This design comes from an exercise in tuning for small area and a short achievable clock period on the open sky130 flow, not from production work.
Function was checked by simulation only, so behaviour that the tests miss may differ from the original.

==> design/flow/config.mk <==
export PLATFORM = sky130hd
export DESIGN_NAME = axis_eth_fcs
export DESIGN_NICKNAME = axis_eth_fcs
export VERILOG_FILES = /design/flow/design.v
export SDC_FILE = /design/flow/constraint.sdc
export NUM_CORES = 4
export LEC_CHECK = 0
export CAP_MARGIN = 20
export CORE_MARGIN = 2
export CORE_UTILIZATION = 40
export SETUP_SLACK_MARGIN = 0.3
export SLEW_MARGIN = 20
==> design/flow/constraint.sdc <==
create_clock -name core_clock -period 16.0 [get_ports {clk}]
set_input_delay 3.2000 -clock core_clock [delete_from_list [all_inputs] [get_ports {clk}]]
set_output_delay 3.2000 -clock core_clock [all_outputs]
set_load 0.01 [all_outputs]
==> design/flow/run.sh <==
#!/bin/bash
# synth_recipe.tcl (not shown) runs the flow's synth.tcl, then flattens the netlist and writes it again
# the make line also repeats each setting of config.mk as NAME=value (left out here)
make -C /OpenROAD-flow-scripts/flow DESIGN_CONFIG=/design/flow/config.mk WORK_HOME=/design/flow/orfs CLKGATE_MAP_FILE= SYNTH_SCRIPT=/design/flow/synth_recipe.tcl finish
==> design/flow/design.v <==
`timescale 1ns / 1ps
module axis_eth_fcs
(
    input  wire        clk,
    input  wire        rst,
    input  wire [127:0]  input_axis_tdata,
    input  wire [15:0]   input_axis_tstrb,
    input  wire          input_axis_tvalid,
    output wire          input_axis_tready,
    input  wire          input_axis_tlast,
    output wire [31:0] output_fcs,
    output wire        output_fcs_valid
);
reg [31:0] crc_reg;
reg crc_restart;
reg fcs_valid_reg;
assign input_axis_tready = 1'b1;
assign output_fcs = crc_reg;
assign output_fcs_valid = fcs_valid_reg;
wire [15:0] s = input_axis_tstrb;
wire [31:0] crc = ~crc_reg | {32{crc_restart}};
wire m3 = ~s[8];
wire m2 = ~s[4] | (s[8] & ~s[12]);
wire m1 = ~s[2] | (s[4] & ~s[6]) | (s[8] & ~s[10]) | (s[12] & ~s[14]);
wire m0 = ~s[1] | (s[2] & ~s[3]) | (s[4] & ~s[5]) | (s[6] & ~s[7]) |
          (s[8] & ~s[9]) | (s[10] & ~s[11]) | (s[12] & ~s[13]) | (s[14] & ~s[15]);
wire [127:0] w0 = input_axis_tdata ^ {96'h0, crc};
wire [127:0] w1 = m3 ? {w0[63:0], 64'h0} : w0;
wire [127:0] w2 = m2 ? {w1[95:0], 32'h0} : w1;
wire [127:0] w3 = m1 ? {w2[111:0], 16'h0} : w2;
wire [127:0] w  = m0 ? {w3[119:0], 8'h0} : w3;
wire [31:0] ovf = (s[3:1] == 3'b000) ? {8'h0, crc[31:8]} :
                  (s[3:1] == 3'b001) ? {16'h0, crc[31:16]} :
                  (s[3:1] == 3'b011) ? {24'h0, crc[31:24]} : 32'h0;
wire [31:0] t;
assign t[0] = w[0] ^ w[1] ^ w[2] ^ w[3] ^ w[5] ^ w[9] ^ w[10] ^ w[11] ^ w[12] ^ w[14] ^ w[15] ^ w[17] ^ w[18] ^ w[22] ^ w[24] ^ w[25] ^ w[27] ^ w[29] ^ w[30] ^ w[31] ^ w[32] ^ w[33] ^ w[34] ^ w[41] ^ w[43] ^ w[44] ^ w[45] ^ w[46] ^ w[47] ^ w[49] ^ w[55] ^ w[56] ^ w[60] ^ w[61] ^ w[62] ^ w[63] ^ w[65] ^ w[67] ^ w[68] ^ w[70] ^ w[73] ^ w[74] ^ w[75] ^ w[78] ^ w[80] ^ w[81] ^ w[83] ^ w[84] ^ w[91] ^ w[94] ^ w[96] ^ w[97] ^ w[98] ^ w[99] ^ w[100] ^ w[102] ^ w[103] ^ w[104] ^ w[112] ^ w[116] ^ w[118] ^ w[119] ^ w[122];
assign t[1] = w[1] ^ w[2] ^ w[3] ^ w[4] ^ w[6] ^ w[10] ^ w[11] ^ w[12] ^ w[13] ^ w[15] ^ w[16] ^ w[18] ^ w[19] ^ w[23] ^ w[25] ^ w[26] ^ w[28] ^ w[30] ^ w[31] ^ w[32] ^ w[33] ^ w[34] ^ w[35] ^ w[42] ^ w[44] ^ w[45] ^ w[46] ^ w[47] ^ w[48] ^ w[50] ^ w[56] ^ w[57] ^ w[61] ^ w[62] ^ w[63] ^ w[64] ^ w[66] ^ w[68] ^ w[69] ^ w[71] ^ w[74] ^ w[75] ^ w[76] ^ w[79] ^ w[81] ^ w[82] ^ w[84] ^ w[85] ^ w[92] ^ w[95] ^ w[97] ^ w[98] ^ w[99] ^ w[100] ^ w[101] ^ w[103] ^ w[104] ^ w[105] ^ w[113] ^ w[117] ^ w[119] ^ w[120] ^ w[123];
assign t[2] = w[2] ^ w[3] ^ w[4] ^ w[5] ^ w[7] ^ w[11] ^ w[12] ^ w[13] ^ w[14] ^ w[16] ^ w[17] ^ w[19] ^ w[20] ^ w[24] ^ w[26] ^ w[27] ^ w[29] ^ w[31] ^ w[32] ^ w[33] ^ w[34] ^ w[35] ^ w[36] ^ w[43] ^ w[45] ^ w[46] ^ w[47] ^ w[48] ^ w[49] ^ w[51] ^ w[57] ^ w[58] ^ w[62] ^ w[63] ^ w[64] ^ w[65] ^ w[67] ^ w[69] ^ w[70] ^ w[72] ^ w[75] ^ w[76] ^ w[77] ^ w[80] ^ w[82] ^ w[83] ^ w[85] ^ w[86] ^ w[93] ^ w[96] ^ w[98] ^ w[99] ^ w[100] ^ w[101] ^ w[102] ^ w[104] ^ w[105] ^ w[106] ^ w[114] ^ w[118] ^ w[120] ^ w[121] ^ w[124];
assign t[3] = w[3] ^ w[4] ^ w[5] ^ w[6] ^ w[8] ^ w[12] ^ w[13] ^ w[14] ^ w[15] ^ w[17] ^ w[18] ^ w[20] ^ w[21] ^ w[25] ^ w[27] ^ w[28] ^ w[30] ^ w[32] ^ w[33] ^ w[34] ^ w[35] ^ w[36] ^ w[37] ^ w[44] ^ w[46] ^ w[47] ^ w[48] ^ w[49] ^ w[50] ^ w[52] ^ w[58] ^ w[59] ^ w[63] ^ w[64] ^ w[65] ^ w[66] ^ w[68] ^ w[70] ^ w[71] ^ w[73] ^ w[76] ^ w[77] ^ w[78] ^ w[81] ^ w[83] ^ w[84] ^ w[86] ^ w[87] ^ w[94] ^ w[97] ^ w[99] ^ w[100] ^ w[101] ^ w[102] ^ w[103] ^ w[105] ^ w[106] ^ w[107] ^ w[115] ^ w[119] ^ w[121] ^ w[122] ^ w[125];
assign t[4] = w[0] ^ w[4] ^ w[5] ^ w[6] ^ w[7] ^ w[9] ^ w[13] ^ w[14] ^ w[15] ^ w[16] ^ w[18] ^ w[19] ^ w[21] ^ w[22] ^ w[26] ^ w[28] ^ w[29] ^ w[31] ^ w[33] ^ w[34] ^ w[35] ^ w[36] ^ w[37] ^ w[38] ^ w[45] ^ w[47] ^ w[48] ^ w[49] ^ w[50] ^ w[51] ^ w[53] ^ w[59] ^ w[60] ^ w[64] ^ w[65] ^ w[66] ^ w[67] ^ w[69] ^ w[71] ^ w[72] ^ w[74] ^ w[77] ^ w[78] ^ w[79] ^ w[82] ^ w[84] ^ w[85] ^ w[87] ^ w[88] ^ w[95] ^ w[98] ^ w[100] ^ w[101] ^ w[102] ^ w[103] ^ w[104] ^ w[106] ^ w[107] ^ w[108] ^ w[116] ^ w[120] ^ w[122] ^ w[123] ^ w[126];
assign t[5] = w[1] ^ w[5] ^ w[6] ^ w[7] ^ w[8] ^ w[10] ^ w[14] ^ w[15] ^ w[16] ^ w[17] ^ w[19] ^ w[20] ^ w[22] ^ w[23] ^ w[27] ^ w[29] ^ w[30] ^ w[32] ^ w[34] ^ w[35] ^ w[36] ^ w[37] ^ w[38] ^ w[39] ^ w[46] ^ w[48] ^ w[49] ^ w[50] ^ w[51] ^ w[52] ^ w[54] ^ w[60] ^ w[61] ^ w[65] ^ w[66] ^ w[67] ^ w[68] ^ w[70] ^ w[72] ^ w[73] ^ w[75] ^ w[78] ^ w[79] ^ w[80] ^ w[83] ^ w[85] ^ w[86] ^ w[88] ^ w[89] ^ w[96] ^ w[99] ^ w[101] ^ w[102] ^ w[103] ^ w[104] ^ w[105] ^ w[107] ^ w[108] ^ w[109] ^ w[117] ^ w[121] ^ w[123] ^ w[124] ^ w[127];
assign t[6] = w[1] ^ w[3] ^ w[5] ^ w[6] ^ w[7] ^ w[8] ^ w[10] ^ w[12] ^ w[14] ^ w[16] ^ w[20] ^ w[21] ^ w[22] ^ w[23] ^ w[25] ^ w[27] ^ w[28] ^ w[29] ^ w[32] ^ w[34] ^ w[35] ^ w[36] ^ w[37] ^ w[38] ^ w[39] ^ w[40] ^ w[41] ^ w[43] ^ w[44] ^ w[45] ^ w[46] ^ w[50] ^ w[51] ^ w[52] ^ w[53] ^ w[56] ^ w[60] ^ w[63] ^ w[65] ^ w[66] ^ w[69] ^ w[70] ^ w[71] ^ w[75] ^ w[76] ^ w[78] ^ w[79] ^ w[83] ^ w[86] ^ w[87] ^ w[89] ^ w[90] ^ w[91] ^ w[94] ^ w[96] ^ w[98] ^ w[99] ^ w[105] ^ w[106] ^ w[108] ^ w[109] ^ w[110] ^ w[112] ^ w[116] ^ w[119] ^ w[124] ^ w[125];
assign t[7] = w[0] ^ w[2] ^ w[4] ^ w[6] ^ w[7] ^ w[8] ^ w[9] ^ w[11] ^ w[13] ^ w[15] ^ w[17] ^ w[21] ^ w[22] ^ w[23] ^ w[24] ^ w[26] ^ w[28] ^ w[29] ^ w[30] ^ w[33] ^ w[35] ^ w[36] ^ w[37] ^ w[38] ^ w[39] ^ w[40] ^ w[41] ^ w[42] ^ w[44] ^ w[45] ^ w[46] ^ w[47] ^ w[51] ^ w[52] ^ w[53] ^ w[54] ^ w[57] ^ w[61] ^ w[64] ^ w[66] ^ w[67] ^ w[70] ^ w[71] ^ w[72] ^ w[76] ^ w[77] ^ w[79] ^ w[80] ^ w[84] ^ w[87] ^ w[88] ^ w[90] ^ w[91] ^ w[92] ^ w[95] ^ w[97] ^ w[99] ^ w[100] ^ w[106] ^ w[107] ^ w[109] ^ w[110] ^ w[111] ^ w[113] ^ w[117] ^ w[120] ^ w[125] ^ w[126];
assign t[8] = w[0] ^ w[1] ^ w[3] ^ w[5] ^ w[7] ^ w[8] ^ w[9] ^ w[10] ^ w[12] ^ w[14] ^ w[16] ^ w[18] ^ w[22] ^ w[23] ^ w[24] ^ w[25] ^ w[27] ^ w[29] ^ w[30] ^ w[31] ^ w[34] ^ w[36] ^ w[37] ^ w[38] ^ w[39] ^ w[40] ^ w[41] ^ w[42] ^ w[43] ^ w[45] ^ w[46] ^ w[47] ^ w[48] ^ w[52] ^ w[53] ^ w[54] ^ w[55] ^ w[58] ^ w[62] ^ w[65] ^ w[67] ^ w[68] ^ w[71] ^ w[72] ^ w[73] ^ w[77] ^ w[78] ^ w[80] ^ w[81] ^ w[85] ^ w[88] ^ w[89] ^ w[91] ^ w[92] ^ w[93] ^ w[96] ^ w[98] ^ w[100] ^ w[101] ^ w[107] ^ w[108] ^ w[110] ^ w[111] ^ w[112] ^ w[114] ^ w[118] ^ w[121] ^ w[126] ^ w[127];
assign t[9] = w[3] ^ w[4] ^ w[5] ^ w[6] ^ w[8] ^ w[12] ^ w[13] ^ w[14] ^ w[18] ^ w[19] ^ w[22] ^ w[23] ^ w[26] ^ w[27] ^ w[28] ^ w[29] ^ w[33] ^ w[34] ^ w[35] ^ w[37] ^ w[38] ^ w[39] ^ w[40] ^ w[42] ^ w[45] ^ w[48] ^ w[53] ^ w[54] ^ w[59] ^ w[60] ^ w[61] ^ w[62] ^ w[65] ^ w[66] ^ w[67] ^ w[69] ^ w[70] ^ w[72] ^ w[75] ^ w[79] ^ w[80] ^ w[82] ^ w[83] ^ w[84] ^ w[86] ^ w[89] ^ w[90] ^ w[91] ^ w[92] ^ w[93] ^ w[96] ^ w[98] ^ w[100] ^ w[101] ^ w[103] ^ w[104] ^ w[108] ^ w[109] ^ w[111] ^ w[113] ^ w[115] ^ w[116] ^ w[118] ^ w[127];
assign t[10] = w[1] ^ w[2] ^ w[3] ^ w[4] ^ w[6] ^ w[7] ^ w[10] ^ w[11] ^ w[12] ^ w[13] ^ w[17] ^ w[18] ^ w[19] ^ w[20] ^ w[22] ^ w[23] ^ w[25] ^ w[28] ^ w[31] ^ w[32] ^ w[33] ^ w[35] ^ w[36] ^ w[38] ^ w[39] ^ w[40] ^ w[44] ^ w[45] ^ w[47] ^ w[54] ^ w[56] ^ w[65] ^ w[66] ^ w[71] ^ w[74] ^ w[75] ^ w[76] ^ w[78] ^ w[85] ^ w[87] ^ w[90] ^ w[92] ^ w[93] ^ w[96] ^ w[98] ^ w[100] ^ w[101] ^ w[103] ^ w[105] ^ w[109] ^ w[110] ^ w[114] ^ w[117] ^ w[118] ^ w[122];
assign t[11] = w[2] ^ w[3] ^ w[4] ^ w[5] ^ w[7] ^ w[8] ^ w[11] ^ w[12] ^ w[13] ^ w[14] ^ w[18] ^ w[19] ^ w[20] ^ w[21] ^ w[23] ^ w[24] ^ w[26] ^ w[29] ^ w[32] ^ w[33] ^ w[34] ^ w[36] ^ w[37] ^ w[39] ^ w[40] ^ w[41] ^ w[45] ^ w[46] ^ w[48] ^ w[55] ^ w[57] ^ w[66] ^ w[67] ^ w[72] ^ w[75] ^ w[76] ^ w[77] ^ w[79] ^ w[86] ^ w[88] ^ w[91] ^ w[93] ^ w[94] ^ w[97] ^ w[99] ^ w[101] ^ w[102] ^ w[104] ^ w[106] ^ w[110] ^ w[111] ^ w[115] ^ w[118] ^ w[119] ^ w[123];
assign t[12] = w[0] ^ w[3] ^ w[4] ^ w[5] ^ w[6] ^ w[8] ^ w[9] ^ w[12] ^ w[13] ^ w[14] ^ w[15] ^ w[19] ^ w[20] ^ w[21] ^ w[22] ^ w[24] ^ w[25] ^ w[27] ^ w[30] ^ w[33] ^ w[34] ^ w[35] ^ w[37] ^ w[38] ^ w[40] ^ w[41] ^ w[42] ^ w[46] ^ w[47] ^ w[49] ^ w[56] ^ w[58] ^ w[67] ^ w[68] ^ w[73] ^ w[76] ^ w[77] ^ w[78] ^ w[80] ^ w[87] ^ w[89] ^ w[92] ^ w[94] ^ w[95] ^ w[98] ^ w[100] ^ w[102] ^ w[103] ^ w[105] ^ w[107] ^ w[111] ^ w[112] ^ w[116] ^ w[119] ^ w[120] ^ w[124];
assign t[13] = w[1] ^ w[4] ^ w[5] ^ w[6] ^ w[7] ^ w[9] ^ w[10] ^ w[13] ^ w[14] ^ w[15] ^ w[16] ^ w[20] ^ w[21] ^ w[22] ^ w[23] ^ w[25] ^ w[26] ^ w[28] ^ w[31] ^ w[34] ^ w[35] ^ w[36] ^ w[38] ^ w[39] ^ w[41] ^ w[42] ^ w[43] ^ w[47] ^ w[48] ^ w[50] ^ w[57] ^ w[59] ^ w[68] ^ w[69] ^ w[74] ^ w[77] ^ w[78] ^ w[79] ^ w[81] ^ w[88] ^ w[90] ^ w[93] ^ w[95] ^ w[96] ^ w[99] ^ w[101] ^ w[103] ^ w[104] ^ w[106] ^ w[108] ^ w[112] ^ w[113] ^ w[117] ^ w[120] ^ w[121] ^ w[125];
assign t[14] = w[2] ^ w[5] ^ w[6] ^ w[7] ^ w[8] ^ w[10] ^ w[11] ^ w[14] ^ w[15] ^ w[16] ^ w[17] ^ w[21] ^ w[22] ^ w[23] ^ w[24] ^ w[26] ^ w[27] ^ w[29] ^ w[32] ^ w[35] ^ w[36] ^ w[37] ^ w[39] ^ w[40] ^ w[42] ^ w[43] ^ w[44] ^ w[48] ^ w[49] ^ w[51] ^ w[58] ^ w[60] ^ w[69] ^ w[70] ^ w[75] ^ w[78] ^ w[79] ^ w[80] ^ w[82] ^ w[89] ^ w[91] ^ w[94] ^ w[96] ^ w[97] ^ w[100] ^ w[102] ^ w[104] ^ w[105] ^ w[107] ^ w[109] ^ w[113] ^ w[114] ^ w[118] ^ w[121] ^ w[122] ^ w[126];
assign t[15] = w[0] ^ w[3] ^ w[6] ^ w[7] ^ w[8] ^ w[9] ^ w[11] ^ w[12] ^ w[15] ^ w[16] ^ w[17] ^ w[18] ^ w[22] ^ w[23] ^ w[24] ^ w[25] ^ w[27] ^ w[28] ^ w[30] ^ w[33] ^ w[36] ^ w[37] ^ w[38] ^ w[40] ^ w[41] ^ w[43] ^ w[44] ^ w[45] ^ w[49] ^ w[50] ^ w[52] ^ w[59] ^ w[61] ^ w[70] ^ w[71] ^ w[76] ^ w[79] ^ w[80] ^ w[81] ^ w[83] ^ w[90] ^ w[92] ^ w[95] ^ w[97] ^ w[98] ^ w[101] ^ w[103] ^ w[105] ^ w[106] ^ w[108] ^ w[110] ^ w[114] ^ w[115] ^ w[119] ^ w[122] ^ w[123] ^ w[127];
assign t[16] = w[2] ^ w[3] ^ w[4] ^ w[5] ^ w[7] ^ w[8] ^ w[11] ^ w[13] ^ w[14] ^ w[15] ^ w[16] ^ w[19] ^ w[22] ^ w[23] ^ w[26] ^ w[27] ^ w[28] ^ w[30] ^ w[32] ^ w[33] ^ w[37] ^ w[38] ^ w[39] ^ w[42] ^ w[43] ^ w[47] ^ w[49] ^ w[50] ^ w[51] ^ w[53] ^ w[55] ^ w[56] ^ w[61] ^ w[63] ^ w[65] ^ w[67] ^ w[68] ^ w[70] ^ w[71] ^ w[72] ^ w[73] ^ w[74] ^ w[75] ^ w[77] ^ w[78] ^ w[82] ^ w[83] ^ w[93] ^ w[94] ^ w[97] ^ w[100] ^ w[103] ^ w[106] ^ w[107] ^ w[109] ^ w[111] ^ w[112] ^ w[115] ^ w[118] ^ w[119] ^ w[120] ^ w[122] ^ w[123] ^ w[124];
assign t[17] = w[3] ^ w[4] ^ w[5] ^ w[6] ^ w[8] ^ w[9] ^ w[12] ^ w[14] ^ w[15] ^ w[16] ^ w[17] ^ w[20] ^ w[23] ^ w[24] ^ w[27] ^ w[28] ^ w[29] ^ w[31] ^ w[33] ^ w[34] ^ w[38] ^ w[39] ^ w[40] ^ w[43] ^ w[44] ^ w[48] ^ w[50] ^ w[51] ^ w[52] ^ w[54] ^ w[56] ^ w[57] ^ w[62] ^ w[64] ^ w[66] ^ w[68] ^ w[69] ^ w[71] ^ w[72] ^ w[73] ^ w[74] ^ w[75] ^ w[76] ^ w[78] ^ w[79] ^ w[83] ^ w[84] ^ w[94] ^ w[95] ^ w[98] ^ w[101] ^ w[104] ^ w[107] ^ w[108] ^ w[110] ^ w[112] ^ w[113] ^ w[116] ^ w[119] ^ w[120] ^ w[121] ^ w[123] ^ w[124] ^ w[125];
assign t[18] = w[4] ^ w[5] ^ w[6] ^ w[7] ^ w[9] ^ w[10] ^ w[13] ^ w[15] ^ w[16] ^ w[17] ^ w[18] ^ w[21] ^ w[24] ^ w[25] ^ w[28] ^ w[29] ^ w[30] ^ w[32] ^ w[34] ^ w[35] ^ w[39] ^ w[40] ^ w[41] ^ w[44] ^ w[45] ^ w[49] ^ w[51] ^ w[52] ^ w[53] ^ w[55] ^ w[57] ^ w[58] ^ w[63] ^ w[65] ^ w[67] ^ w[69] ^ w[70] ^ w[72] ^ w[73] ^ w[74] ^ w[75] ^ w[76] ^ w[77] ^ w[79] ^ w[80] ^ w[84] ^ w[85] ^ w[95] ^ w[96] ^ w[99] ^ w[102] ^ w[105] ^ w[108] ^ w[109] ^ w[111] ^ w[113] ^ w[114] ^ w[117] ^ w[120] ^ w[121] ^ w[122] ^ w[124] ^ w[125] ^ w[126];
assign t[19] = w[0] ^ w[5] ^ w[6] ^ w[7] ^ w[8] ^ w[10] ^ w[11] ^ w[14] ^ w[16] ^ w[17] ^ w[18] ^ w[19] ^ w[22] ^ w[25] ^ w[26] ^ w[29] ^ w[30] ^ w[31] ^ w[33] ^ w[35] ^ w[36] ^ w[40] ^ w[41] ^ w[42] ^ w[45] ^ w[46] ^ w[50] ^ w[52] ^ w[53] ^ w[54] ^ w[56] ^ w[58] ^ w[59] ^ w[64] ^ w[66] ^ w[68] ^ w[70] ^ w[71] ^ w[73] ^ w[74] ^ w[75] ^ w[76] ^ w[77] ^ w[78] ^ w[80] ^ w[81] ^ w[85] ^ w[86] ^ w[96] ^ w[97] ^ w[100] ^ w[103] ^ w[106] ^ w[109] ^ w[110] ^ w[112] ^ w[114] ^ w[115] ^ w[118] ^ w[121] ^ w[122] ^ w[123] ^ w[125] ^ w[126] ^ w[127];
assign t[20] = w[2] ^ w[3] ^ w[5] ^ w[6] ^ w[7] ^ w[8] ^ w[10] ^ w[14] ^ w[19] ^ w[20] ^ w[22] ^ w[23] ^ w[24] ^ w[25] ^ w[26] ^ w[29] ^ w[33] ^ w[36] ^ w[37] ^ w[42] ^ w[44] ^ w[45] ^ w[49] ^ w[51] ^ w[53] ^ w[54] ^ w[56] ^ w[57] ^ w[59] ^ w[61] ^ w[62] ^ w[63] ^ w[68] ^ w[69] ^ w[70] ^ w[71] ^ w[72] ^ w[73] ^ w[76] ^ w[77] ^ w[79] ^ w[80] ^ w[82] ^ w[83] ^ w[84] ^ w[86] ^ w[87] ^ w[91] ^ w[94] ^ w[96] ^ w[99] ^ w[100] ^ w[101] ^ w[102] ^ w[103] ^ w[107] ^ w[110] ^ w[111] ^ w[112] ^ w[113] ^ w[115] ^ w[118] ^ w[123] ^ w[124] ^ w[126] ^ w[127];
assign t[21] = w[0] ^ w[1] ^ w[2] ^ w[4] ^ w[5] ^ w[6] ^ w[7] ^ w[8] ^ w[10] ^ w[12] ^ w[14] ^ w[17] ^ w[18] ^ w[20] ^ w[21] ^ w[22] ^ w[23] ^ w[26] ^ w[29] ^ w[31] ^ w[32] ^ w[33] ^ w[37] ^ w[38] ^ w[41] ^ w[44] ^ w[47] ^ w[49] ^ w[50] ^ w[52] ^ w[54] ^ w[56] ^ w[57] ^ w[58] ^ w[61] ^ w[64] ^ w[65] ^ w[67] ^ w[68] ^ w[69] ^ w[71] ^ w[72] ^ w[75] ^ w[77] ^ w[85] ^ w[87] ^ w[88] ^ w[91] ^ w[92] ^ w[94] ^ w[95] ^ w[96] ^ w[98] ^ w[99] ^ w[101] ^ w[108] ^ w[111] ^ w[113] ^ w[114] ^ w[118] ^ w[122] ^ w[124] ^ w[125] ^ w[127];
assign t[22] = w[0] ^ w[6] ^ w[7] ^ w[8] ^ w[10] ^ w[12] ^ w[13] ^ w[14] ^ w[17] ^ w[19] ^ w[21] ^ w[23] ^ w[25] ^ w[29] ^ w[31] ^ w[38] ^ w[39] ^ w[41] ^ w[42] ^ w[43] ^ w[44] ^ w[46] ^ w[47] ^ w[48] ^ w[49] ^ w[50] ^ w[51] ^ w[53] ^ w[56] ^ w[57] ^ w[58] ^ w[59] ^ w[60] ^ w[61] ^ w[63] ^ w[66] ^ w[67] ^ w[69] ^ w[72] ^ w[74] ^ w[75] ^ w[76] ^ w[80] ^ w[81] ^ w[83] ^ w[84] ^ w[86] ^ w[88] ^ w[89] ^ w[91] ^ w[92] ^ w[93] ^ w[94] ^ w[95] ^ w[98] ^ w[103] ^ w[104] ^ w[109] ^ w[114] ^ w[115] ^ w[116] ^ w[118] ^ w[122] ^ w[123] ^ w[125] ^ w[126];
assign t[23] = w[1] ^ w[7] ^ w[8] ^ w[9] ^ w[11] ^ w[13] ^ w[14] ^ w[15] ^ w[18] ^ w[20] ^ w[22] ^ w[24] ^ w[26] ^ w[30] ^ w[32] ^ w[39] ^ w[40] ^ w[42] ^ w[43] ^ w[44] ^ w[45] ^ w[47] ^ w[48] ^ w[49] ^ w[50] ^ w[51] ^ w[52] ^ w[54] ^ w[57] ^ w[58] ^ w[59] ^ w[60] ^ w[61] ^ w[62] ^ w[64] ^ w[67] ^ w[68] ^ w[70] ^ w[73] ^ w[75] ^ w[76] ^ w[77] ^ w[81] ^ w[82] ^ w[84] ^ w[85] ^ w[87] ^ w[89] ^ w[90] ^ w[92] ^ w[93] ^ w[94] ^ w[95] ^ w[96] ^ w[99] ^ w[104] ^ w[105] ^ w[110] ^ w[115] ^ w[116] ^ w[117] ^ w[119] ^ w[123] ^ w[124] ^ w[126] ^ w[127];
assign t[24] = w[1] ^ w[3] ^ w[5] ^ w[8] ^ w[11] ^ w[16] ^ w[17] ^ w[18] ^ w[19] ^ w[21] ^ w[22] ^ w[23] ^ w[24] ^ w[29] ^ w[30] ^ w[32] ^ w[34] ^ w[40] ^ w[47] ^ w[48] ^ w[50] ^ w[51] ^ w[52] ^ w[53] ^ w[56] ^ w[58] ^ w[59] ^ w[67] ^ w[69] ^ w[70] ^ w[71] ^ w[73] ^ w[75] ^ w[76] ^ w[77] ^ w[80] ^ w[81] ^ w[82] ^ w[84] ^ w[85] ^ w[86] ^ w[88] ^ w[90] ^ w[93] ^ w[95] ^ w[98] ^ w[99] ^ w[102] ^ w[103] ^ w[104] ^ w[105] ^ w[106] ^ w[111] ^ w[112] ^ w[117] ^ w[119] ^ w[120] ^ w[122] ^ w[124] ^ w[125] ^ w[127];
assign t[25] = w[0] ^ w[1] ^ w[3] ^ w[4] ^ w[5] ^ w[6] ^ w[10] ^ w[11] ^ w[14] ^ w[15] ^ w[19] ^ w[20] ^ w[23] ^ w[27] ^ w[29] ^ w[32] ^ w[34] ^ w[35] ^ w[43] ^ w[44] ^ w[45] ^ w[46] ^ w[47] ^ w[48] ^ w[51] ^ w[52] ^ w[53] ^ w[54] ^ w[55] ^ w[56] ^ w[57] ^ w[59] ^ w[61] ^ w[62] ^ w[63] ^ w[65] ^ w[67] ^ w[71] ^ w[72] ^ w[73] ^ w[75] ^ w[76] ^ w[77] ^ w[80] ^ w[82] ^ w[84] ^ w[85] ^ w[86] ^ w[87] ^ w[89] ^ w[97] ^ w[98] ^ w[102] ^ w[105] ^ w[106] ^ w[107] ^ w[113] ^ w[116] ^ w[119] ^ w[120] ^ w[121] ^ w[122] ^ w[123] ^ w[125] ^ w[126];
assign t[26] = w[0] ^ w[1] ^ w[2] ^ w[4] ^ w[5] ^ w[6] ^ w[7] ^ w[11] ^ w[12] ^ w[15] ^ w[16] ^ w[20] ^ w[21] ^ w[24] ^ w[28] ^ w[30] ^ w[33] ^ w[35] ^ w[36] ^ w[44] ^ w[45] ^ w[46] ^ w[47] ^ w[48] ^ w[49] ^ w[52] ^ w[53] ^ w[54] ^ w[55] ^ w[56] ^ w[57] ^ w[58] ^ w[60] ^ w[62] ^ w[63] ^ w[64] ^ w[66] ^ w[68] ^ w[72] ^ w[73] ^ w[74] ^ w[76] ^ w[77] ^ w[78] ^ w[81] ^ w[83] ^ w[85] ^ w[86] ^ w[87] ^ w[88] ^ w[90] ^ w[98] ^ w[99] ^ w[103] ^ w[106] ^ w[107] ^ w[108] ^ w[114] ^ w[117] ^ w[120] ^ w[121] ^ w[122] ^ w[123] ^ w[124] ^ w[126] ^ w[127];
assign t[27] = w[0] ^ w[6] ^ w[7] ^ w[8] ^ w[9] ^ w[10] ^ w[11] ^ w[13] ^ w[14] ^ w[15] ^ w[16] ^ w[18] ^ w[21] ^ w[24] ^ w[27] ^ w[30] ^ w[32] ^ w[33] ^ w[36] ^ w[37] ^ w[41] ^ w[43] ^ w[44] ^ w[48] ^ w[50] ^ w[53] ^ w[54] ^ w[57] ^ w[58] ^ w[59] ^ w[60] ^ w[62] ^ w[64] ^ w[68] ^ w[69] ^ w[70] ^ w[77] ^ w[79] ^ w[80] ^ w[81] ^ w[82] ^ w[83] ^ w[86] ^ w[87] ^ w[88] ^ w[89] ^ w[94] ^ w[96] ^ w[97] ^ w[98] ^ w[102] ^ w[103] ^ w[107] ^ w[108] ^ w[109] ^ w[112] ^ w[115] ^ w[116] ^ w[119] ^ w[121] ^ w[123] ^ w[124] ^ w[125] ^ w[127];
assign t[28] = w[2] ^ w[3] ^ w[5] ^ w[7] ^ w[8] ^ w[16] ^ w[18] ^ w[19] ^ w[24] ^ w[27] ^ w[28] ^ w[29] ^ w[30] ^ w[32] ^ w[37] ^ w[38] ^ w[41] ^ w[42] ^ w[43] ^ w[46] ^ w[47] ^ w[51] ^ w[54] ^ w[56] ^ w[58] ^ w[59] ^ w[62] ^ w[67] ^ w[68] ^ w[69] ^ w[71] ^ w[73] ^ w[74] ^ w[75] ^ w[82] ^ w[87] ^ w[88] ^ w[89] ^ w[90] ^ w[91] ^ w[94] ^ w[95] ^ w[96] ^ w[100] ^ w[102] ^ w[108] ^ w[109] ^ w[110] ^ w[112] ^ w[113] ^ w[117] ^ w[118] ^ w[119] ^ w[120] ^ w[124] ^ w[125] ^ w[126];
assign t[29] = w[0] ^ w[3] ^ w[4] ^ w[6] ^ w[8] ^ w[9] ^ w[17] ^ w[19] ^ w[20] ^ w[25] ^ w[28] ^ w[29] ^ w[30] ^ w[31] ^ w[33] ^ w[38] ^ w[39] ^ w[42] ^ w[43] ^ w[44] ^ w[47] ^ w[48] ^ w[52] ^ w[55] ^ w[57] ^ w[59] ^ w[60] ^ w[63] ^ w[68] ^ w[69] ^ w[70] ^ w[72] ^ w[74] ^ w[75] ^ w[76] ^ w[83] ^ w[88] ^ w[89] ^ w[90] ^ w[91] ^ w[92] ^ w[95] ^ w[96] ^ w[97] ^ w[101] ^ w[103] ^ w[109] ^ w[110] ^ w[111] ^ w[113] ^ w[114] ^ w[118] ^ w[119] ^ w[120] ^ w[121] ^ w[125] ^ w[126] ^ w[127];
assign t[30] = w[2] ^ w[3] ^ w[4] ^ w[7] ^ w[11] ^ w[12] ^ w[14] ^ w[15] ^ w[17] ^ w[20] ^ w[21] ^ w[22] ^ w[24] ^ w[25] ^ w[26] ^ w[27] ^ w[33] ^ w[39] ^ w[40] ^ w[41] ^ w[46] ^ w[47] ^ w[48] ^ w[53] ^ w[55] ^ w[58] ^ w[62] ^ w[63] ^ w[64] ^ w[65] ^ w[67] ^ w[68] ^ w[69] ^ w[71] ^ w[74] ^ w[76] ^ w[77] ^ w[78] ^ w[80] ^ w[81] ^ w[83] ^ w[89] ^ w[90] ^ w[92] ^ w[93] ^ w[94] ^ w[99] ^ w[100] ^ w[103] ^ w[110] ^ w[111] ^ w[114] ^ w[115] ^ w[116] ^ w[118] ^ w[120] ^ w[121] ^ w[126] ^ w[127];
assign t[31] = w[0] ^ w[1] ^ w[2] ^ w[4] ^ w[8] ^ w[9] ^ w[10] ^ w[11] ^ w[13] ^ w[14] ^ w[16] ^ w[17] ^ w[21] ^ w[23] ^ w[24] ^ w[26] ^ w[28] ^ w[29] ^ w[30] ^ w[31] ^ w[32] ^ w[33] ^ w[40] ^ w[42] ^ w[43] ^ w[44] ^ w[45] ^ w[46] ^ w[48] ^ w[54] ^ w[55] ^ w[59] ^ w[60] ^ w[61] ^ w[62] ^ w[64] ^ w[66] ^ w[67] ^ w[69] ^ w[72] ^ w[73] ^ w[74] ^ w[77] ^ w[79] ^ w[80] ^ w[82] ^ w[83] ^ w[90] ^ w[93] ^ w[95] ^ w[96] ^ w[97] ^ w[98] ^ w[99] ^ w[101] ^ w[102] ^ w[103] ^ w[111] ^ w[115] ^ w[117] ^ w[118] ^ w[121] ^ w[127];
wire [31:0] crc_next = t ^ ovf;
always @(posedge clk or posedge rst) begin
    if (rst) begin
        crc_restart <= 1'b1;
        fcs_valid_reg <= 1'b0;
    end else begin
        fcs_valid_reg <= input_axis_tvalid & input_axis_tlast;
        if (input_axis_tvalid) begin
            crc_restart <= input_axis_tlast;
        end
    end
end
always @(posedge clk) begin
    if (input_axis_tvalid) begin
        crc_reg <= ~crc_next;
    end
end
endmodule
==> results_dict.tcl, run 1 <==
set metrics [dict create \
    die_area_um2 45680 \
    crit_path_cell_trace "clkdlybuf4s50_1 -> nand4_2 -> nor2_4 -> buf_4 -> o21ai_0 -> o22ai_2 -> xor2_1 -> xor2_1 -> xnor2_1 -> xnor2_1 -> xnor3_1 -> xnor2_1" \
    start_util 0.4066 \
    ys_types 97 \
    drtPass1Iterations 6 \
    wl_per_cell_um 39.62 \
    synth_area_leaders "xnor2_1, xnor3_1, xor2_1" \
    max_freq_ghz 0.09756 \
    vias 17890 \
    dp_slack_ns 5.892 \
    ios 182 \
    slew_headroom 0.07992 \
    slew_viol_final 0 \
    drtIter0Drc 3336 \
    rrSetupSlack_ns 9.60 \
    startpoint "input_axis_tstrb[1]" \
    worst_path_max_delay_cell "clkdlybuf4s50_1" \
    overflow 0 \
    synth_top_cell_area_share 0.2977 \
    ys.flop_type "edfxtp_1" \
    cts_root_buf "clkbuf_16" \
    grt_setup_unrepaired "no" \
    setup_violations 0 \
    cts_tree "done" \
    seq_area_frac_synth 0.05754 \
    cp_max_fo 75 \
    drv_cap 0 \
    layout-drive-gt1-share 0.1075 \
    critical_path.endpoint_type "register" \
    r2r_cells 12 \
    synth_edf_count 32 \
    cts_hold_buffers 0 \
    fillers 4286 \
    synth_nets 2129 \
    worst_pin_slew_ns 1.376 \
    h-tree-depth 2 \
    clkSinkCount 34 \
    final_net_count 2268 \
    fp.coreArea_um2 43270 \
    yosys_warnings 1 \
    syn_avg_cell_area_um2 8.881 \
    die_h_um 213.7 \
    synth_common_cells "xnor2_1, xor2_1, nand2_1, xnor3_1, a21oi_1" \
    setup.worst_path.end "crc_reg[18]" \
    postCtsSetupRepairBufs 0 \
    cp.depth 12 \
    yosysMostFrequentCell "xnor2_1" \
    clk_latency_ns 0.28 \
    hold_viol 0 \
    critPathBufInv 2 \
    wl_um 107300 \
    r2r-end "crc_reg[4]" \
    clkSlewWorstSetupHoldPaths_ns 0.06 \
    worst_path_most_repeated_cell "xnor2_1" \
    hpwl_um 87260 \
    holdCritStartpoint "crc_restart" \
    r2r-start "crc_restart" \
    placed_cell_area_um2 20000 \
    vias_per_cell 6.610 \
    gp_congestion 1.098 \
    crit_family "XOR/XNOR gates" \
    start_kind "input port" \
    grt_pass1_vias 16720 \
    cts_buffers 5 \
    synth-async-reset-ratio 0.05882 \
    clk_path_buf_depth 2 \
    fin_tns_setup_ns 0 \
    area_growth_pct 14.55 \
    required_ns 16.01 \
    crit_type "in -> reg" \
    antenna_found_initial 8 \
    track_usage 0.4633 \
    synth_area_um2 17590 \
    largest_reg_flops 32 \
    post-route-drc-count 0 \
    slowest_delay_ns 1.00 \
    status "no timing/DRC/antenna violations" \
    arrival_ns 10.26 \
    syn_inst 1981 \
    synth_top_cell_by_area "xnor2_1" \
    grt_first_pass_wirelength_um 141800 \
    min_period_ns 10.25 \
    portBuffers 179 \
    setup_slack_ns 5.750 \
    fin_crit_sh 0.6406 \
    whs_ns 1.006 \
    ant_nets 0 \
    die_x_um 213.7 \
    fin_skew_ns 0.006662 \
    stdcell_area_um2 20150 \
    row_count 76 \
    grt_max_degree 85 \
    post_cts_resized 0 \
    hp-class "reg -> reg" \
    yosys_register_bits 34 \
]
## cell type report
type | count | area, µm² | area share
Clock buffer | 7 | 142.6 | 0.007078
Multi-Input combinational cell | 1827 | 15950 | 0.7915
Tap cell | 585 | 732.0 | 0.03632
Inverter | 6 | 22.52 | 0.001118
Timing Repair Buffer | 246 | 2285 | 0.1134
Antenna cell | 1 | 2.502 | 0.0001242
Sequential cell | 34 | 1012 | 0.05023
Clock inverter | 1 | 5.005 | 0.0002483
## logic make-up (layout without fill, tap and decap cells)
kind of cell,count (synthesis),count (layout),synth area share
flops,34,34,0.05753
mux,104,104,0.06507
other cells,1,2,0.0002132
compound gates,428,428,0.1833
buf+inv,120,260,0.03954
simple gates,354,354,0.09800
xor+xnor,940,940,0.5564
## layout by cell type (no fill, tap or decap), drive strengths merged, types with 69 or more instances in the layout
| cell | n |
|---|---|
| buf | 69 |
| nand3 | 69 |
| mux2i | 80 |
| nand2 | 123 |
| a21oi | 84 |
| nor2 | 70 |
| xor2 | 227 |
| xnor2 | 614 |
| xnor3 | 96 |
| o21ai | 111 |
| clkdlybuf4s50 | 177 |
## layer usage
metal	vias to the layer above	routed length, µm	global-route usage
li1	7234	-	-
met1	8631	39920	0.5895
met2	1594	42490	0.6597
met3	428	14740	0.1405
met4	6	10030	0.3412
met5	-	78	0
## worst min-delay path by stage
stage	endpoint	slack, ns	cells after the start
detailed placement	crc_restart	1.0	1
finish	crc_restart	1.01	1
global route	crc_restart	1.05	1
CTS	crc_restart	1.01	1
global placement	crc_restart	0.99	1
floorplan	crc_reg[10]	1.13	5
## stage by stage
stage | std cells | util
floorplan | 1981 | -
global placement | 2698 | 0.4618
detailed placement | 2698 | 0.4621
CTS | 2706 | 0.4656
global route | 2706 | 0.4657
finish | 2707 | 0.4658
==> inputs of run 2 (changes only) <==
==> design/flow/flow/run.sh (new file) <==
#!/bin/bash
set -euo pipefail
cd "$(dirname "$0")/.."
MARGIN=$(cat flow/margin.txt)
bash standard.sh synth > flow_synth.log 2>&1
bash standard.sh SETUP_SLACK_MARGIN=$MARGIN finish > flow_finish.log 2>&1
==> design/flow/flow/margin.txt (new file) <==
8
==> design/flow/standard.sh (new file) <==
#!/bin/bash
# synth_recipe.tcl (not shown) runs the flow's synth.tcl, then flattens the netlist and writes it again
# the make line also repeats each setting of config.mk as NAME=value (left out here)
make -C /OpenROAD-flow-scripts/flow DESIGN_CONFIG=/design/flow/config.mk WORK_HOME=/design/flow/orfs CLKGATE_MAP_FILE= SYNTH_SCRIPT=/design/flow/synth_recipe.tcl "${@:-finish}"
removed: design/flow/run.sh
==> results_dict.tcl, run 2 <==
set metrics [dict create \
    seq_area_frac_synth 0.05754 \
    crit_type "in -> reg" \
    hpwl_um 87260 \
    row_count 76 \
    synth_area_um2 17590 \
    ys.flop_type "edfxtp_1" \
    clkSlewWorstSetupHoldPaths_ns 0.05 \
    fin_tns_setup_ns 0 \
    min_period_ns 8.194 \
    cts_tree "done" \
    drtIter0Drc 3367 \
    die_x_um 213.7 \
    largest_reg_flops 32 \
    cts_buffers 5 \
    multiInputGateArea_um2 16910 \
    fp.coreArea_um2 43270 \
    critPathBufInv 4 \
    register_area_um2 1012 \
    min_path_cells 1 \
    drv_cap 0 \
    r2r_cells 11 \
    slowest_delay_ns 0.92 \
    yosys_warnings 1 \
    area_growth_pct 21.37 \
    slew_viol_final 0 \
    grt_pass1_vias 16990 \
    portBuffers 179 \
    r2r-start "crc_restart" \
    crit_family "XOR/XNOR gates" \
    holdCritStartpoint "crc_restart" \
    whs_ns 1.000 \
    ys_types 97 \
    fin_skew_ns 0.007961 \
    die_h_um 213.7 \
    cp_max_fo 77 \
    vias_per_cell 6.656 \
    synth_top_family_by_area "XOR/XNOR gates" \
    syn_inst 1981 \
    synth_area_leaders "xnor2_1, xnor3_1, xor2_1" \
    wl_um 108800 \
    layoutNonFillerInstCount 2724 \
    fillers 4202 \
    wl_per_cell_um 39.92 \
    mostFrequentLayoutCells "xnor2_1, xor2_1, clkdlybuf4s50_1" \
    vias 18130 \
    die_area_um2 45680 \
    synth_edf_count 32 \
    synth_adder_area_share 0 \
    clk_path_buf_depth 2 \
    h-tree-depth 2 \
    ios 182 \
    dp_slack_ns 5.892 \
    overflow 0 \
    slew_headroom 0.2037 \
    gp_congestion 1.098 \
    status "no timing/DRC/antenna violations" \
    synth_top_cell_area_share 0.2977 \
    worst_path_max_delay_cell "o21ai_0" \
    hold_end "crc_restart" \
    post-route-drc-count 0 \
    grt_max_degree 85 \
    final_net_count 2286 \
    final_util 0.4935 \
    setup_slack_ns 7.806 \
    layout-drive-gt1-share 0.1580 \
    synth_nets 2129 \
    antenna_found_initial 3 \
    max_freq_ghz 0.1220 \
    hp-class "reg -> reg" \
    antennaDiodeCount 0 \
    track_usage 0.4702 \
    ant_nets 0 \
    clk_latency_ns 0.28 \
    synth_common_cells "xnor2_1, xor2_1, nand2_1, xnor3_1, a21oi_1" \
    synth_compound_area_frac 0.1833 \
    clkSinkCount 34 \
    setup_violations 0 \
    rrSetupSlack_ns 10.26 \
    synth_top_cell_by_area "xnor2_1" \
    start_kind "input port" \
    grt_setup_unrepaired "yes" \
    yosysMostFrequentCell "xnor2_1" \
    arrival_ns 8.16 \
    placedCellCount 2698 \
    r2r-end "crc_reg[22]" \
    synthXorXnorAreaFrac 0.5564 \
    worst_pin_slew_ns 1.182 \
    grt_first_pass_wirelength_um 144100 \
    syn_avg_cell_area_um2 8.881 \
    startpoint "input_axis_tstrb[8]" \
    critical_path.endpoint_type "register" \
    fin_crit_sh 0.5122 \
    crit_path_cell_trace "buf_2 -> buf_12 -> inv_2 -> nor2_4 -> buf_6 -> nand2_2 -> nor3_1 -> a31oi_1 -> o21ai_0 -> xnor2_1 -> xnor3_1 -> xnor2_1 -> xnor2_2 -> xnor3_1" \
    drtPass1Iterations 6 \
    yosys.area_share.simple 0.09800 \
    start_util 0.4066 \
    synthMuxAreaShare 0.06507 \
    layout_commonest_cell "xnor2_1" \
    hold_viol 0 \
    cts_root_buf "clkbuf_16" \
    synth-async-reset-ratio 0.05882 \
    yosys_register_bits 34 \
    required_ns 15.96 \
]
-- run 2: cell counts after synthesis --
No cell type changed its count.
-- run 2: worst reg2reg max path, stage by stage (launching register included) --
cell      delay, ns
dfstp_2        1.05
nand2b_1       0.32
xor2_1         0.77
xnor2_1        0.26
nor3_1         0.20
a31oi_1        0.06
o21ai_0        0.92
xnor2_1        0.23
xnor3_1        0.46
xnor2_1        0.18
xnor2_2        0.42
xnor3_1        0.56
-- run 2: what timing repair did --
item,4_1_cts,5_1_grt
pin swaps,5,4
endpoints found under the setup margin,32,24
buffers inserted,13,3
cloned,2,0
hold buffers,0,0
resized for setup,137,25
-- run 2: worst max path at each step --
stage	cells past startpoint	slack [ns]	to
floorplan	13	9.50	crc_reg[24]
finish	14	7.81	crc_reg[22]
global route	13	7.91	crc_reg[16]
global placement	12	5.89	crc_reg[22]
CTS	13	8.00	crc_reg[17]
detailed placement	12	5.89	crc_reg[22]
-- run 2: cells by family after synthesis --
family,count (synthesis)
XOR/XNOR,940
AO/OA/AOI/OAI,428
AND/OR/NAND/NOR,354
buffers and inverters,120
multiplexers,104
flip-flops,34
other,1
-- run 2: cell type report --
type | instances | share of cell area
multi-input cells | 1829 | 0.7918
clock buffers | 7 | 0.006680
clock inverters | 1 | 0.0002344
inverters | 6 | 0.001055
repair buffers | 262 | 0.1185
flip-flops and latches | 34 | 0.04740
well taps | 585 | 0.03428
-- run 2: per-layer routing --
metal  global-route usage  vias up  share of wire
met4               0.3470        2          0.095
met1               0.6015     8817           0.37
li1                     -     7264              -
met2               0.6642     1608           0.39
met5                    0        -        0.00011
met3               0.1443      441           0.14
-- run 2: metrics by stage --
stage	cell area (µm²)
after floorplan	17590
final	21350
after detailed placement	20000
after CTS	21180
after global routing	21350
after global placement	19980
==> inputs of run 3 (changes only) <==
==> design/flow/flow/margin.txt (replaced) <==
9.5
==> results_dict.tcl, run 3 <==
set metrics [dict create \
    yosys_warnings 1 \
    lastStage "global routing" \
    synth_area_um2 17590 \
    grt_max_degree 53 \
    yosysMostFrequentCell "xnor2_1" \
    start_util 0.4066 \
    status "stopped before the end" \
    synth_top_cell_by_area "xnor2_1" \
    seq_area_frac_synth 0.05754 \
    synth_edf_count 32 \
    overflow 149 \
    track_usage 0.7598 \
    gp_congestion 1.098 \
    syn_avg_cell_area_um2 8.881 \
    portBuffers 179 \
    synth-async-reset-ratio 0.05882 \
    h-tree-depth 2 \
    synth_common_cells "xnor2_1, xor2_1, nand2_1, xnor3_1, a21oi_1" \
    die_x_um 213.7 \
    hpwl_um 87260 \
    synth_area_leaders "xnor2_1, xnor3_1, xor2_1" \
    firstError "[ERROR GRT-0232] Routing congestion too high. Check the congestion heatmap in the GUI." \
    synth_nets 2129 \
    ios 182 \
    worst-endpoint-pin-kind "register data pin" \
    clkSinkCount 34 \
    syn_inst 1981 \
    dp_slack_ns 5.892 \
    die_h_um 213.7 \
    ys.flop_type "edfxtp_1" \
    synth_top_cell_area_share 0.2977 \
    ys_types 97 \
    crit_endpoint "crc_reg[11]$_DFFE_PP_/D" \
    placed_cell_area_um2 20000 \
    clk_path_buf_depth 2 \
    cts_buffers 5 \
    row_count 76 \
    cts_root_buf "clkbuf_16" \
    yosys_register_bits 34 \
]
==> run 3: cell counts after synthesis <==
No cell type changed its count.
==> run 3: logic make-up after synthesis <==
kind of cell / count (synthesis) / share of synthesized area
mux: 104 / 0.06507
xor+xnor: 940 / 0.5564
flops: 34 / 0.05753
simple gates: 354 / 0.09800
buf+inv: 120 / 0.03954
other cells: 1 / 0.0002132
compound gates: 428 / 0.1833
==> run 3: layer usage <==
layer  GRT usage  overflow
met4      0.7069        70
met1      0.7605         8
met3      0.6706         6
met5      0.5830         2
met2      0.8701        63
==> run 3: what timing repair did <==
item | in CTS
endpoints found under the setup margin | 32
gates cloned | 38
pin swaps | 261
buffers inserted | 382
hold buffers | 0
endpoints found under the hold margin | 0
gates resized for setup | 929
==> run 3: metrics by stage <==
| step | std cells | hold slack, ns |
|---|---|---|
| after floorplan | 1981 | 1.131 |
| after global placement | 2698 | 0.9862 |
| after detailed placement | 2698 | 0.9975 |
| after CTS | 3126 | 1.005 |
==> run 3: worst max path at each step <==
stage | startpoint | end | depth (start not counted)
after floorplan | input_axis_tstrb[12] | crc_reg[24] | 13
after detailed placement | input_axis_tstrb[1] | crc_reg[22] | 12
after global placement | input_axis_tstrb[1] | crc_reg[22] | 12
after CTS | input_axis_tdata[24] | crc_reg[17] | 12
==> inputs of run 4 (changes only) <==
==> design/flow/flow/run.sh (replaced) <==
#!/bin/bash
set -euo pipefail
cd "$(dirname "$0")/.."
mapfile -t ARGS < <(grep -v '^\s*$' flow/args.txt)
bash standard.sh synth > flow_synth.log 2>&1
bash standard.sh "${ARGS[@]}" finish > flow_finish.log 2>&1
==> design/flow/flow/args.txt (new file) <==
SETUP_SLACK_MARGIN=8
BUFFER_PORTS_ARGS=-buffer_cell sky130_fd_sc_hd__buf_2
removed: design/flow/flow/margin.txt
==> results_dict.tcl, run 4 <==
set metrics [dict create \
    cts_buffers 5 \
    final_net_count 2283 \
    drtPass1Iterations 7 \
    antenna_found_initial 2 \
    syn_inst 1981 \
    fp.coreArea_um2 43270 \
    mostFrequentLayoutCells "xnor2_1, xor2_1, buf_2" \
    track_usage 0.4608 \
    critPathBufInv 3 \
    required_ns 16.03 \
    setup_slack_ns 7.917 \
    vias_per_cell 6.593 \
    fin_tns_setup_ns 0 \
    hold_viol 0 \
    clkSlewWorstSetupHoldPaths_ns 0.05 \
    max_freq_ghz 0.1237 \
    arrival_ns 8.12 \
    startpoint "input_axis_tstrb[4]" \
    largest_reg_flops 32 \
    area_growth_pct 13.82 \
    synth_top_cell_by_area "xnor2_1" \
    grt_pass1_vias 16480 \
    start_kind "input port" \
    yosys_warnings 1 \
    layout-drive-gt1-share 0.2210 \
    synth_edf_count 32 \
    cts_hold_buffers 0 \
    layout_commonest_cell "xnor2_1" \
    crit_family "XOR/XNOR gates" \
    cts_tree "done" \
    vias 17940 \
    cp.depth 13 \
    fin_skew_ns 0.006483 \
    status "no timing/DRC/antenna violations" \
    synth_area_leaders "xnor2_1, xnor3_1, xor2_1" \
    r2r_cells 11 \
    die_area_um2 45680 \
    dp_slack_ns 6.712 \
    synth_area_um2 17590 \
    worst_pin_slew_ns 1.213 \
    crit_path_cell_trace "buf_2 -> buf_6 -> inv_1 -> nor2_1 -> a22oi_1 -> o221ai_1 -> o21ai_2 -> xor2_1 -> xnor3_1 -> xnor2_1 -> xnor2_1 -> xnor3_1 -> xnor2_1" \
    critical_path.endpoint_type "register" \
    rrSetupSlack_ns 10.28 \
    r2r-end "crc_reg[20]" \
    min_period_ns 8.083 \
    antennaDiodeCount 0 \
    slew_headroom 0.1879 \
    slew_viol_final 0 \
    synth-async-reset-ratio 0.05882 \
    drv_cap 0 \
    ios 182 \
    portBuffers 179 \
    hp-class "reg -> reg" \
    crit_type "in -> reg" \
    row_count 76 \
    placedCellCount 2694 \
    cp_max_fo 79 \
    synth_top_cell_area_share 0.2977 \
    ys.flop_type "edfxtp_1" \
    hpwl_um 87340 \
    yosys_register_bits 34 \
    grt_setup_unrepaired "yes" \
    syn_avg_cell_area_um2 8.881 \
    worst_path_most_repeated_cell "xnor2_1" \
    clkSinkCount 34 \
    r2r-start "crc_restart" \
    clk_latency_ns 0.28 \
    ys_types 97 \
    final_util 0.4628 \
    start_util 0.4066 \
    post-route-drc-count 0 \
    drtIter0Drc 3000 \
    cts_root_buf "clkbuf_16" \
    synth_nets 2129 \
    wl_per_cell_um 39.42 \
    worst_path_max_delay_cell "xor2_1" \
    die_h_um 213.7 \
    overflow 0 \
    seq_area_frac_synth 0.05754 \
    layoutNonFillerInstCount 2721 \
    wl_um 107200 \
    slowest_delay_ns 0.58 \
    setup_violations 0 \
    yosysMostFrequentCell "xnor2_1" \
    setup.worst_path.end "crc_reg[24]" \
    die_x_um 213.7 \
    grt_max_degree 80 \
    grt_first_pass_wirelength_um 141300 \
    clk_path_buf_depth 2 \
    gp_congestion 1.071 \
    h-tree-depth 2 \
    synth_common_cells "xnor2_1, xor2_1, nand2_1, xnor3_1, a21oi_1" \
    fin_crit_sh 0.5052 \
    ant_nets 0 \
]
[run 4: timing repair]
item | in CTS | in global routing
setup endpoints to repair | 32 | 30
resized for setup | 72 | 28
setup buffers | 5 | 13
pin swaps | 6 | 6
gates cloned | 0 | 1
[run 4: final cells by class]
| cell class | count | area, µm² |
|---|---|---|
| timing repair buffer | 260 | 1647 |
| fill | 4313 | 23240 |
| clock buffer | 5 | 125.1 |
| clock inverter | 3 | 16.27 |
| multi-input combinational | 1828 | 16470 |
| sequential | 34 | 1012 |
| inverter | 6 | 22.52 |
| tap | 585 | 732.0 |
[run 4: cell families after synthesis]
family	Yosys count	synth area share
buf+inv	120	0.03954
xor+xnor	940	0.5564
flops	34	0.05753
compound gates	428	0.1833
simple gates	354	0.09800
other cells	1	0.0002132
mux	104	0.06507
[run 4: stage by stage]
stage	instance area [µm²]	hold slack [ns]
2_1_floorplan	17590	1.131
3_3_place_gp	19040	0.9522
3_5_place_dp	19050	0.9730
4_1_cts	19700	0.9791
5_1_grt	20020	1.027
6_report	20020	0.9894
[run 4: worst min path at each step]
stage | from | slack [ns] | end | cells after the start
floorplan | crc_reg[18] | 1.13 | crc_reg[10] | 5
global placement | crc_restart | 0.95 | crc_restart | 1
detailed placement | crc_restart | 0.97 | crc_restart | 1
CTS | crc_restart | 0.98 | crc_restart | 1
global route | crc_restart | 1.03 | crc_restart | 1
finish | crc_restart | 0.99 | crc_restart | 1
[run 4: layer usage]
layer / routed length (µm) / GRT usage / part of all wire / up-vias
li1: - / - / - / 7269
met1: 39860 / 0.5828 / 0.37 / 8745
met2: 43810 / 0.6808 / 0.41 / 1546
met3: 14070 / 0.1350 / 0.13 / 377
met4: 9495 / 0.3034 / 0.089 / 2
met5: 13 / 0 / 0.00012 / -
==> inputs of run 5 (changes only) <==
==> design/flow/flow/run.sh (replaced) <==
#!/bin/bash
set -euo pipefail
cd "$(dirname "$0")/.."
if [[ -f flow/extra.mk ]]; then cat flow/extra.mk >> config.mk; fi
mapfile -t ARGS < <(grep -v '^\s*$' flow/args.txt)
bash standard.sh synth > flow_synth.log 2>&1
bash standard.sh "${ARGS[@]}" finish > flow_finish.log 2>&1
==> design/flow/flow/extra.mk (new file) <==
export DONT_USE_CELLS += sky130_fd_sc_hd__xor3_1 sky130_fd_sc_hd__xor3_2 sky130_fd_sc_hd__xor3_4 sky130_fd_sc_hd__xnor3_1 sky130_fd_sc_hd__xnor3_2 sky130_fd_sc_hd__xnor3_4
--- a/design/flow/config.mk
+++ b/design/flow/config.mk
@@ -10,3 +10,4 @@
 export CORE_UTILIZATION = 40
 export SETUP_SLACK_MARGIN = 0.3
 export SLEW_MARGIN = 20
+export DONT_USE_CELLS += sky130_fd_sc_hd__xor3_1 sky130_fd_sc_hd__xor3_2 sky130_fd_sc_hd__xor3_4 sky130_fd_sc_hd__xnor3_1 sky130_fd_sc_hd__xnor3_2 sky130_fd_sc_hd__xnor3_4
==> results_dict.tcl, run 5 <==
set metrics [dict create \
    status "no timing/DRC/antenna violations" \
    synth_area_um2 16120 \
    critPathBufInv 6 \
    die_area_um2 41930 \
    layout-drive-gt1-share 0.2093 \
    start_util 0.4058 \
    hpwl_um 79300 \
    wl_per_cell_um 34.43 \
    layoutNonFillerInstCount 2772 \
    ys_types 74 \
    h-tree-depth 2 \
    grt_max_degree 75 \
    cts_tree "done" \
    startpoint "input_axis_tstrb[8]" \
    synth-async-reset-ratio 0.05882 \
    critical_path.endpoint_type "register" \
    grt_setup_unrepaired "yes" \
    fp.coreArea_um2 39730 \
    r2r_cells 12 \
    fin_tns_setup_ns 0 \
    mostFrequentLayoutCells "xnor2_1, xor2_1, buf_2" \
    cts_buffers 5 \
    synth_common_cells "xnor2_1, xor2_1, nand2_1, o21ai_0, nor2_1" \
    worst_pin_slew_ns 1.114 \
    syn_inst 2071 \
    yosysMostFrequentCell "xnor2_1" \
    grt_first_pass_wirelength_um 129700 \
    fillers 4070 \
    row_count 73 \
    slew_headroom 0.2522 \
    placedCellCount 2744 \
    yosys_register_bits 34 \
    worst_path_max_delay_cell "xnor2_1" \
    ant_nets 0 \
    ys.flop_type "edfxtp_1" \
    layout_commonest_cell "xnor2_1" \
    overflow 0 \
    portBuffers 179 \
    ios 182 \
    hp-class "reg -> reg" \
    track_usage 0.4491 \
    cp.depth 18 \
    yosys_warnings 1 \
    crit_type "in -> reg" \
    worst_path_most_repeated_cell "xnor2_1" \
    area_growth_pct 17.25 \
    setup.worst_path.end "crc_reg[21]" \
    wl_um 95450 \
    synth_top_cell_area_share 0.4172 \
    post-route-drc-count 0 \
    holdCritStartpoint "crc_restart" \
    slowest_delay_ns 0.65 \
    drv_cap 0 \
    max_freq_ghz 0.1246 \
    cts_hold_buffers 0 \
    seq_area_frac_synth 0.06278 \
    clkSlewWorstSetupHoldPaths_ns 0.06 \
    r2r-end "crc_reg[2]" \
    fin_crit_sh 0.5017 \
    synth_edf_count 32 \
    min_period_ns 8.027 \
    vias 17170 \
    syn_avg_cell_area_um2 7.786 \
    drtIter0Drc 2732 \
    final_net_count 2393 \
    fin_skew_ns 0.007722 \
    crit_path_cell_trace "buf_2 -> clkbuf_8 -> inv_2 -> buf_4 -> o2111a_2 -> nand2_8 -> buf_8 -> mux2i_1 -> nand2_1 -> o21ai_1 -> buf_4 -> xnor2_1 -> xnor2_1 -> xor2_1 -> xnor2_1 -> xnor2_1 -> xnor2_1 -> xnor2_1" \
    crit_family "XOR/XNOR gates" \
    vias_per_cell 6.193 \
    largest_reg_flops 32 \
    slew_viol_final 0 \
    die_x_um 204.8 \
    antenna_found_initial 2 \
    cts_root_buf "clkbuf_16" \
    setup_violations 0 \
    cp_max_fo 74 \
    synth_nets 2219 \
    start_kind "input port" \
    die_h_um 204.8 \
    grt_pass1_vias 15990 \
    drtPass1Iterations 8 \
    synth_area_leaders "xnor2_1, xor2_1, edfxtp_1" \
    rrSetupSlack_ns 10.40 \
    clk_path_buf_depth 2 \
    synth_top_cell_by_area "xnor2_1" \
    r2r-start "crc_restart" \
    arrival_ns 8.05 \
    clkSinkCount 34 \
    gp_congestion 1.085 \
    hold_viol 0 \
    required_ns 16.02 \
    clk_latency_ns 0.29 \
]
-- run 5: what timing repair did --
| item | CTS | global route |
|---|---|---|
| pin swaps | 3 | 6 |
| gates cloned | 2 | 0 |
| buffers inserted | 7 | 10 |
| setup endpoints to repair | 32 | 31 |
| gates resized for setup | 86 | 45 |
-- run 5: final cells by class --
class,instances,area [µm²],area share
tap,525,656.9,0.03475
antenna,1,2.502,0.0001324
clock buffer,5,125.1,0.006618
inverter,8,30.03,0.001588
multi-input combinational,1917,15320,0.8104
timing repair buffer,279,1742,0.09212
sequential,34,1012,0.05354
clock inverter,3,16.27,0.0008604
-- run 5: metal layers --
| metal | part of all wire | GRT usage | wire length [µm] |
|---|---|---|---|
| met5 | 0 | 0 | 0 |
| met4 | 0.073 | 0.2503 | 6931 |
| met3 | 0.12 | 0.09115 | 11590 |
| met2 | 0.42 | 0.6859 | 39880 |
| met1 | 0.39 | 0.5875 | 37040 |
-- run 5: metrics by stage --
stage	setup WS (ns)	cell area, µm²	utilization	hold slack (ns)
2_1_floorplan	9.528	16120	-	1.112
3_3_place_gp	6.561	17810	0.4482	0.9479
3_5_place_dp	6.627	17830	0.4488	0.9594
4_1_cts	7.954	18550	0.4669	0.9687
5_1_grt	7.958	18900	0.4758	1.025
6_report	7.973	18910	0.4758	0.9667
-- run 5: logic make-up after synthesis --
logic type	count (synthesis)	synth area share
AO/OA/AOI/OAI	398	0.1720
XOR/XNOR	1016	0.5542
buffers and inverters	122	0.03655
flip-flops	34	0.06278
multiplexers	99	0.06487
other	1	0.0002326
AND/OR/NAND/NOR	401	0.1094
-- run 5: worst min path at each step --
stage / to / slack (ns) / cells past startpoint
5_1_grt: crc_restart / 1.03 / 1
4_1_cts: crc_restart / 0.97 / 1
3_5_place_dp: crc_restart / 0.96 / 1
6_report: crc_restart / 0.97 / 1
3_3_place_gp: crc_restart / 0.95 / 1
2_1_floorplan: crc_reg[10] / 1.11 / 6

==> port drivers added, routing unchanged <==
Ports are ideal in the flow. The routed layouts listed here were re-timed in OpenROAD. Step 1, drivers: a clkbuf_16 drives clk and a buf_2 each remaining input, both assumed. Step 2 times the ports against the registers' clock, not the clock port: input delays grow and output delays shrink by t, the midpoint of the rising clock arrivals with the driver on. Three values: ideal ports, drivers, drivers and shift; two values: the first two.
run | t, ns | slack for setup (ns) | worst slew at a driven data input, ns
run 1 | 0.304 | 5.750 / 5.749 / 5.445 | 0.09
run 2 | 0.305 | 7.806 / 7.804 / 7.499 | 0.09
run 4 | 0.303 | 7.917 / 7.922 / 7.618 | 0.07
run 5 | 0.307 | 7.973 / 7.978 / 7.670 | 0.06
After both steps setup and hold are still met in every run listed. The setup slack of run 2, which loses most, moves by -0.002 ns with the drivers and by -0.307 ns with both steps.
